This is an optimization exercise on Yosys and OpenROAD, whose aim is small area, not a production implementation.
Where RTL was checked, it was by simulation tests only, not by an equivalence proof against the original.
No activity file was given, so power comes from the tool's default toggle rates.

// prt_scaler_engine
module prt_scaler_engine
#(
    parameter                               P_PPC = 4,           
    parameter                               P_BPC = 8            
)
(
    input wire                              RST_IN,
    input wire                              CLK_IN,
    input wire                              CTL_RUN_IN,
    input wire                              CTL_FS_IN,
    input wire [3:0]                        CTL_MODE_IN,
    input wire [15:0]                       CTL_HWIDTH_IN,
    input wire [15:0]                       CTL_VHEIGHT_IN,
    input wire                              LBF_RDY_IN,
    input wire                              SLW_RDY_IN,
    output wire                             SLW_LRST_OUT,
    output wire                             SLW_LNXT_OUT,
    output wire [1:0]                       SLW_STEP_OUT,
    input wire [(3*5*P_BPC)-1:0]            SLW_DAT0_IN,
    input wire [(3*5*P_BPC)-1:0]            SLW_DAT1_IN,
    output wire [(3*P_PPC*P_BPC)-1:0]       VID_DAT_OUT,
    output wire                             VID_DE_OUT
);
Settings: LEC_CHECK=0, CAP_MARGIN=30, CORE_MARGIN=2, CORE_UTILIZATION=60, CTS_CLUSTER_DIAMETER=90, CTS_CLUSTER_SIZE=24, PLACE_DENSITY=0.7, SLEW_MARGIN=30, SYNTH_HIERARCHICAL=1, SYNTH_MEMORY_MAX_BITS=65536; clock period 5.0 ns.
run.sh (not shown) runs the stock make flow with config.mk's settings and CLKGATE_MAP_FILE= SYNTH_SCRIPT=/design/flow/synth_recipe.tcl, a recipe that flattens the netlist after the stock synthesis.
Change:
==> flow/flow/run.sh (new file) <==
#!/bin/bash
# The standard layout, with every input and output port buffered by the smallest plain
# buffer (sky130_fd_sc_hd__buf_1) instead of the delay buffer buffer_ports picks by default.
set -euo pipefail
export BUFFER_PORTS_ARGS="-buffer_cell sky130_fd_sc_hd__buf_1"
bash standard.sh > standard.log 2>&1
==> flow/standard.sh (new file) <==
#!/bin/bash
# synth_recipe.tcl (not shown) runs the flow's synth.tcl, then flattens the netlist and writes it again
# the make line also repeats each setting of config.mk as NAME=value (left out here)
make -C /OpenROAD-flow-scripts/flow DESIGN_CONFIG=/design/flow/config.mk WORK_HOME=/design/flow/orfs CLKGATE_MAP_FILE= SYNTH_SCRIPT=/design/flow/synth_recipe.tcl "${@:-finish}"
--- a/flow/config.mk
+++ b/flow/config.mk
@@ -8 +8 @@
-export CAP_MARGIN = 30
+export CAP_MARGIN = 25
@@ -10,5 +10,5 @@
-export CORE_UTILIZATION = 60
-export CTS_CLUSTER_DIAMETER = 90
-export CTS_CLUSTER_SIZE = 24
-export PLACE_DENSITY = 0.7
-export SLEW_MARGIN = 30
+export CORE_UTILIZATION = 65
+export CTS_CLUSTER_DIAMETER = 100
+export CTS_CLUSTER_SIZE = 26
+export PLACE_DENSITY = 0.75
+export SLEW_MARGIN = 25
removed: flow/run.sh
=>
- The new run finished but fails on negative setup slack
- critical path depth is unchanged
- setup slack is worse by 89 ps
- power hardly moves
- wire length goes up by about 9%
Change:
--- a/flow/config.mk
+++ b/flow/config.mk
@@ -8 +8 @@
-export CAP_MARGIN = 25
+export CAP_MARGIN = 30
@@ -10,5 +10,5 @@
-export CORE_UTILIZATION = 65
-export CTS_CLUSTER_DIAMETER = 100
-export CTS_CLUSTER_SIZE = 26
-export PLACE_DENSITY = 0.75
-export SLEW_MARGIN = 25
+export CORE_UTILIZATION = 50
+export CTS_CLUSTER_DIAMETER = 80
+export CTS_CLUSTER_SIZE = 20
+export PLACE_DENSITY = 0.6
+export SLEW_MARGIN = 30
After rerunning: This time the run completed with no timing, DRC or antenna violations. Routed wire length is lower by 4.7%. Non-clock buffer count rose by 48. Combinational power drops by about 8%. Global-route usage goes down by 15 points. Synthesized area does not change. Final area climbs by 2.3%. Die area goes up by 30%. Utilization decreases by 15 points. Cell count climbs by 6.3%.
Change:
--- a/flow/config.mk
+++ b/flow/config.mk
@@ -8 +8 @@
-export CAP_MARGIN = 30
+export CAP_MARGIN = 25
@@ -10,5 +10,5 @@
-export CORE_UTILIZATION = 50
-export CTS_CLUSTER_DIAMETER = 80
-export CTS_CLUSTER_SIZE = 20
-export PLACE_DENSITY = 0.6
-export SLEW_MARGIN = 30
+export CORE_UTILIZATION = 60
+export CTS_CLUSTER_DIAMETER = 110
+export CTS_CLUSTER_SIZE = 28
+export PLACE_DENSITY = 0.7
+export SLEW_MARGIN = 25
Result: Routed wire length goes down by 2.4%; worst setup slack got worse by 43 ps; fmax goes down by 0.88%; final area goes down by 1.4%; clock power goes down by 31%; global-route usage goes up by 7.4 points; synthesized area is unchanged.
Change:
==> flow/run.sh (new file) <==
#!/bin/bash
# synth_recipe.tcl (not shown) runs the flow's synth.tcl, then flattens the netlist and writes it again
# the make line also repeats each setting of config.mk as NAME=value (left out here)
make -C /OpenROAD-flow-scripts/flow DESIGN_CONFIG=/design/flow/config.mk WORK_HOME=/design/flow/orfs CLKGATE_MAP_FILE= SYNTH_SCRIPT=/design/flow/synth_recipe.tcl finish
--- a/flow/config.mk
+++ b/flow/config.mk
@@ -8 +8 @@
-export CAP_MARGIN = 25
+export CAP_MARGIN = 30
@@ -10,5 +10,5 @@
-export CORE_UTILIZATION = 60
-export CTS_CLUSTER_DIAMETER = 110
-export CTS_CLUSTER_SIZE = 28
-export PLACE_DENSITY = 0.7
-export SLEW_MARGIN = 25
+export CORE_UTILIZATION = 50
+export CTS_CLUSTER_DIAMETER = 80
+export CTS_CLUSTER_SIZE = 20
+export PLACE_DENSITY = 0.6
+export SLEW_MARGIN = 30
removed: flow/flow/run.sh
removed: flow/standard.sh
Die area goes up by 20%; first-iteration DRC count fell by about 15%; fmax grows by about 0.43%; utilization falls by 8.9 points; final area goes up by 3.9%; routed wire length came out higher by about 1.6%; critical path depth grows by 1; global-route usage drops by 7.8 points; setup slack improves by 21 ps.

## rev 12
Another version of the RTL of prt_scaler_engine (not shown whole).
Size in the first run: ~1100 flip-flops, roughly 380 I/O pins, about 110000 µm² of cells after synthesis.
clock: 5.0 ns
lec_check: 0
cap_margin: 20
core_margin: 2
core_utilization: 50
cts_buf_list: sky130_fd_sc_hd__clkbuf_4 sky130_fd_sc_hd__clkbuf_8
place_density: 0.6
slew_margin: 20
synth_hierarchical: 1
synth_memory_max_bits: 65536
Stock flow here: none of the scripts above is used.
Edits applied to the flow inputs when going from rev 12 to rev 13:
Settings: CTS_BUF_LIST no longer set, was sky130_fd_sc_hd__clkbuf_4 sky130_fd_sc_hd__clkbuf_8.
--- outcome ---
- Summary of rev 13 over rev 12: layout overhead on the synthesized area shows a reduction of 0.40 points, worst setup slack fell by 29 ps, register-to-register slack -30 ps.
- [rev 13] flow finished | final checks: failed | reasons: capacitance limit, slew limit
- From rev 12 to rev 13 the numbers moved as follows: final period demand of the worst path now sits higher; count of clock-buffer cells in the layout now sits lower; worst reg2reg path depth now sits lower.
No run of this note included a check of the RTL's function; only the layout flow was run.

prt_scaler_engine, a different RTL version from the one above (not shown whole).
Size: ~1100 flip-flops, roughly 110000 µm² of cells after synthesis.
Settings: LEC_CHECK=0, CAP_MARGIN=20, CORE_MARGIN=2, CORE_UTILIZATION=50, GPL_TIMING_DRIVEN=0, PLACE_DENSITY=0.6, SLEW_MARGIN=20, SYNTH_HIERARCHICAL=1, SYNTH_MEMORY_MAX_BITS=65536; clock period 5.0 ns.
The starting point completed, yet does not pass: negative setup slack.
Edit:
Settings changed: GPL_TIMING_DRIVEN 0 to default.
The new run produced a clean layout. Non-clock buffer count went down by 371. Wire length fell by 8.0%. Combinational power went down by 20%. Worst setup slack is better by 0.27 ns.

the reference run:
RTL: one of the versions met above, not the one the previous note started from.
Size: roughly 10000 cells after synthesis, about 1100 flip-flops, ~0.11 mm2 of cells after synthesis.
Settings: LEC_CHECK=0, CAP_MARGIN=30, CORE_MARGIN=2, CORE_UTILIZATION=50, CTS_CLUSTER_DIAMETER=80, CTS_CLUSTER_SIZE=20, PLACE_DENSITY=0.6, SLEW_MARGIN=30, SYNTH_HIERARCHICAL=1, SYNTH_MEMORY_MAX_BITS=65536; clock period 5.0 ns.
standard.sh (not shown) runs the stock make flow with config.mk's settings and CLKGATE_MAP_FILE= SYNTH_SCRIPT=/design/flow/synth_recipe.tcl, a recipe that flattens the netlist after the stock synthesis.
==> flow/flow/run.sh <==
#!/bin/bash
# The standard layout, with every input and output port buffered by the smallest plain
# buffer (sky130_fd_sc_hd__buf_1) instead of the delay buffer buffer_ports picks by default,
# and ORFS's power recovery (downsizing of gates with positive slack) after global routing.
set -euo pipefail
export BUFFER_PORTS_ARGS="-buffer_cell sky130_fd_sc_hd__buf_1"
export RECOVER_POWER=100
bash standard.sh > standard.log 2>&1
The final report for the reference run shows a completed flow and a layout that fails verification, specifically max-capacitance violations, max-slew violations, negative setup slack.
> inputs changed (the reference run -> the trial run)
- CTS_CLUSTER_SIZE removed (was 20)
- PLACE_DENSITY changed from 0.6 to 0.7
- CTS_CLUSTER_DIAMETER removed (was 80)
- CORE_UTILIZATION changed from 50 to 60
==> flow/run.sh (new file) <==
#!/bin/bash
# synth_recipe.tcl (not shown) runs the flow's synth.tcl, then flattens the netlist and writes it again
# the make line also repeats each setting of config.mk as NAME=value (left out here)
make -C /OpenROAD-flow-scripts/flow DESIGN_CONFIG=/design/flow/config.mk WORK_HOME=/design/flow/orfs CLKGATE_MAP_FILE= SYNTH_SCRIPT=/design/flow/synth_recipe.tcl finish
removed: flow/flow/run.sh
removed: flow/standard.sh
Results
- The trial run went all the way through synthesis, placement and routing and the layout is clean on timing, DRC and antenna.
- To summarise the reference run: no stage aborted, but the layout did not pass its checks, failing on max-capacitance violations, max-slew violations, negative setup slack.
- Looking only at total count of max-transition violations in the final report, and setting everything else aside, the lower value of the trial run and the reference run goes to the trial run.
- Going from the reference run to the trial run, die outline area went down about 17%; total power after layout now larger; final routed wirelength across all metal layers down 2.5%; fraction of area in registers down 0.43 points; layout clock buffer count shows an increase of 55.
- In the metrics for the trial run and the reference run, the one carrying the lower area of the placeable core is the trial run.
- In the trial run the headroom to the max-slew limit turned out 150 points higher than in the reference run.

== garnet ==
prt_scaler_engine, a different RTL version from the one above (not shown whole).
Size: about 11000 cells after synthesis, ~1100 flip-flops, ~110000 um^2 of cells after synthesis.
## prt_scaler_engine
module prt_scaler_engine
#(
    parameter                               P_PPC = 4,           
    parameter                               P_BPC = 8            
)
(
    input wire                              RST_IN,
    input wire                              CLK_IN,
    input wire                              CTL_RUN_IN,
    input wire                              CTL_FS_IN,
    input wire [3:0]                        CTL_MODE_IN,
    input wire [15:0]                       CTL_HWIDTH_IN,
    input wire [15:0]                       CTL_VHEIGHT_IN,
    input wire                              LBF_RDY_IN,
    input wire                              SLW_RDY_IN,
    output wire                             SLW_LRST_OUT,
    output wire                             SLW_LNXT_OUT,
    output wire [1:0]                       SLW_STEP_OUT,
    input wire [(3*5*P_BPC)-1:0]            SLW_DAT0_IN,
    input wire [(3*5*P_BPC)-1:0]            SLW_DAT1_IN,
    output wire [(3*P_PPC*P_BPC)-1:0]       VID_DAT_OUT,
    output wire                             VID_DE_OUT
);
clock: 5.0 ns
lec_check: 0
cap_margin: 20
core_margin: 2
core_utilization: 50
place_density: 0.6
slew_margin: 20
synth_hierarchical: 1
synth_memory_max_bits: 65536
run.sh (not shown) runs the stock make flow with config.mk's settings and CLKGATE_MAP_FILE= SYNTH_SCRIPT=/design/flow/synth_recipe.tcl, a recipe that flattens the netlist after the stock synthesis.
Stock flow here: none of the scripts above is used.
What the final checks of garnet revealed, after a flow that finished every stage, was a layout that fails on negative setup slack.
Edits applied to the flow inputs when going from garnet to amber:
--- a/flow/config.mk
+++ b/flow/config.mk
@@ -8 +8 @@
-export CAP_MARGIN = 20
+export CAP_MARGIN = 40
@@ -10,3 +10,3 @@
-export CORE_UTILIZATION = 50
-export PLACE_DENSITY = 0.6
-export SLEW_MARGIN = 20
+export CORE_UTILIZATION = 30
+export PLACE_DENSITY = 0.4
+export SLEW_MARGIN = 40
Results
amber against garnet: global-route usage went down by 14 points; multi-input gate share of the layout cell area lower. [flow] amber | stages: complete | final checks: fail | reason: negative setup slack. amber vs. garnet: post-route cell area went up; share of total power in combinational logic went down; total power went up. Cell with the largest stage delay on the worst path: sky130_fd_sc_hd__a22oi_1 -> garnet, sky130_fd_sc_hd__fa_2 -> amber. As far as sum of overflow across all layers after global routing goes, garnet and amber are indistinguishable; the numbers are identical. The global routing usage on met1 in amber was lower than what garnet gave. Compared with garnet, in amber sequential portion of the cell area went down; total stage count of the critical path went up. Compared with garnet, amber has less setup slack. Compared garnet against amber; fraction of the cycle the final worst path needs within noise.
No functional check of the RTL was part of any run of this note.

afterwards: timing with drivers on the ports:
Ports are ideal in the flow. The routed layouts listed here were re-timed in OpenROAD.
Step 1 (the two cells are an assumption about what drives the block):
set clk [get_ports {CLK_IN}]
set_driving_cell -lib_cell sky130_fd_sc_hd__clkbuf_16 $clk
set_driving_cell -lib_cell sky130_fd_sc_hd__buf_2 [delete_from_list [all_inputs] $clk]
Step 2 moves the port delays by t, midway between the first and last clock arrival at a register: inputs arrive t later, outputs are due t later. That takes back most of the time a late clock gives input paths.
Slacks: ideal / step 1 / step 2; pairs: ideal / step 1.
| run | shift t [ns] | setup WS [ns] | hold WS [ns] | clock arrival spread, ns | worst slew at a driven data input, ns |
|---|---|---|---|---|---|
| the first run of note 1 | 0.867 | 0.070 / 0.070 / 0.070 | 0.292 / 0.292 / 0.292 | 0.073 / 0.073 | 0.24 |
| the second run of note 1 | 0.887 | -0.019 / -0.019 / -0.019 | 0.045 / -0.025 / 0.318 | 0.074 / 0.074 | 0.23 |
| the third run of note 1 | 0.889 | 0.172 / 0.172 / 0.172 | 0.305 / 0.224 / 0.321 | 0.053 / 0.053 | 0.15 |
| the fourth run of note 1 | 0.863 | 0.129 / 0.129 / 0.129 | 0.049 / -0.029 / 0.319 | 0.086 / 0.085 | 0.32 |
| the fifth run of note 1 | 0.853 | 0.150 / 0.150 / 0.150 | 0.296 / 0.296 / 0.296 | 0.061 / 0.061 | 0.16 |
| rev 12 | 1.075 | 0.165 / 0.165 / 0.165 | 0.155 / 0.097 / 0.283 | 0.095 / 0.095 | 0.20 |
| rev 13 | 0.898 | 0.136 / 0.136 / 0.136 | 0.320 / 0.283 / 0.320 | 0.060 / 0.060 | 0.20 |
| the first run of note 3 | 0.919 | -0.231 / -0.231 / -0.231 | 0.282 / 0.230 / 0.282 | 0.064 / 0.064 | 0.16 |
| the second run of note 3 | 0.895 | 0.040 / 0.040 / 0.040 | 0.304 / 0.255 / 0.304 | 0.079 / 0.079 | 0.18 |
| the reference run | 0.881 | -0.057 / -0.057 / -0.057 | 0.304 / 0.226 / 0.316 | 0.049 / 0.049 | 0.14 |
| the trial run | 0.894 | 0.093 / 0.093 / 0.093 | 0.268 / 0.263 / 0.268 | 0.086 / 0.086 | 0.17 |
| garnet | 0.926 | -0.030 / -0.030 / -0.030 | 0.307 / 0.248 / 0.307 | 0.070 / 0.070 | 0.11 |
| amber | 0.990 | -0.035 / -0.035 / -0.035 | 0.260 / 0.174 / 0.312 | 0.093 / 0.093 | 0.13 |
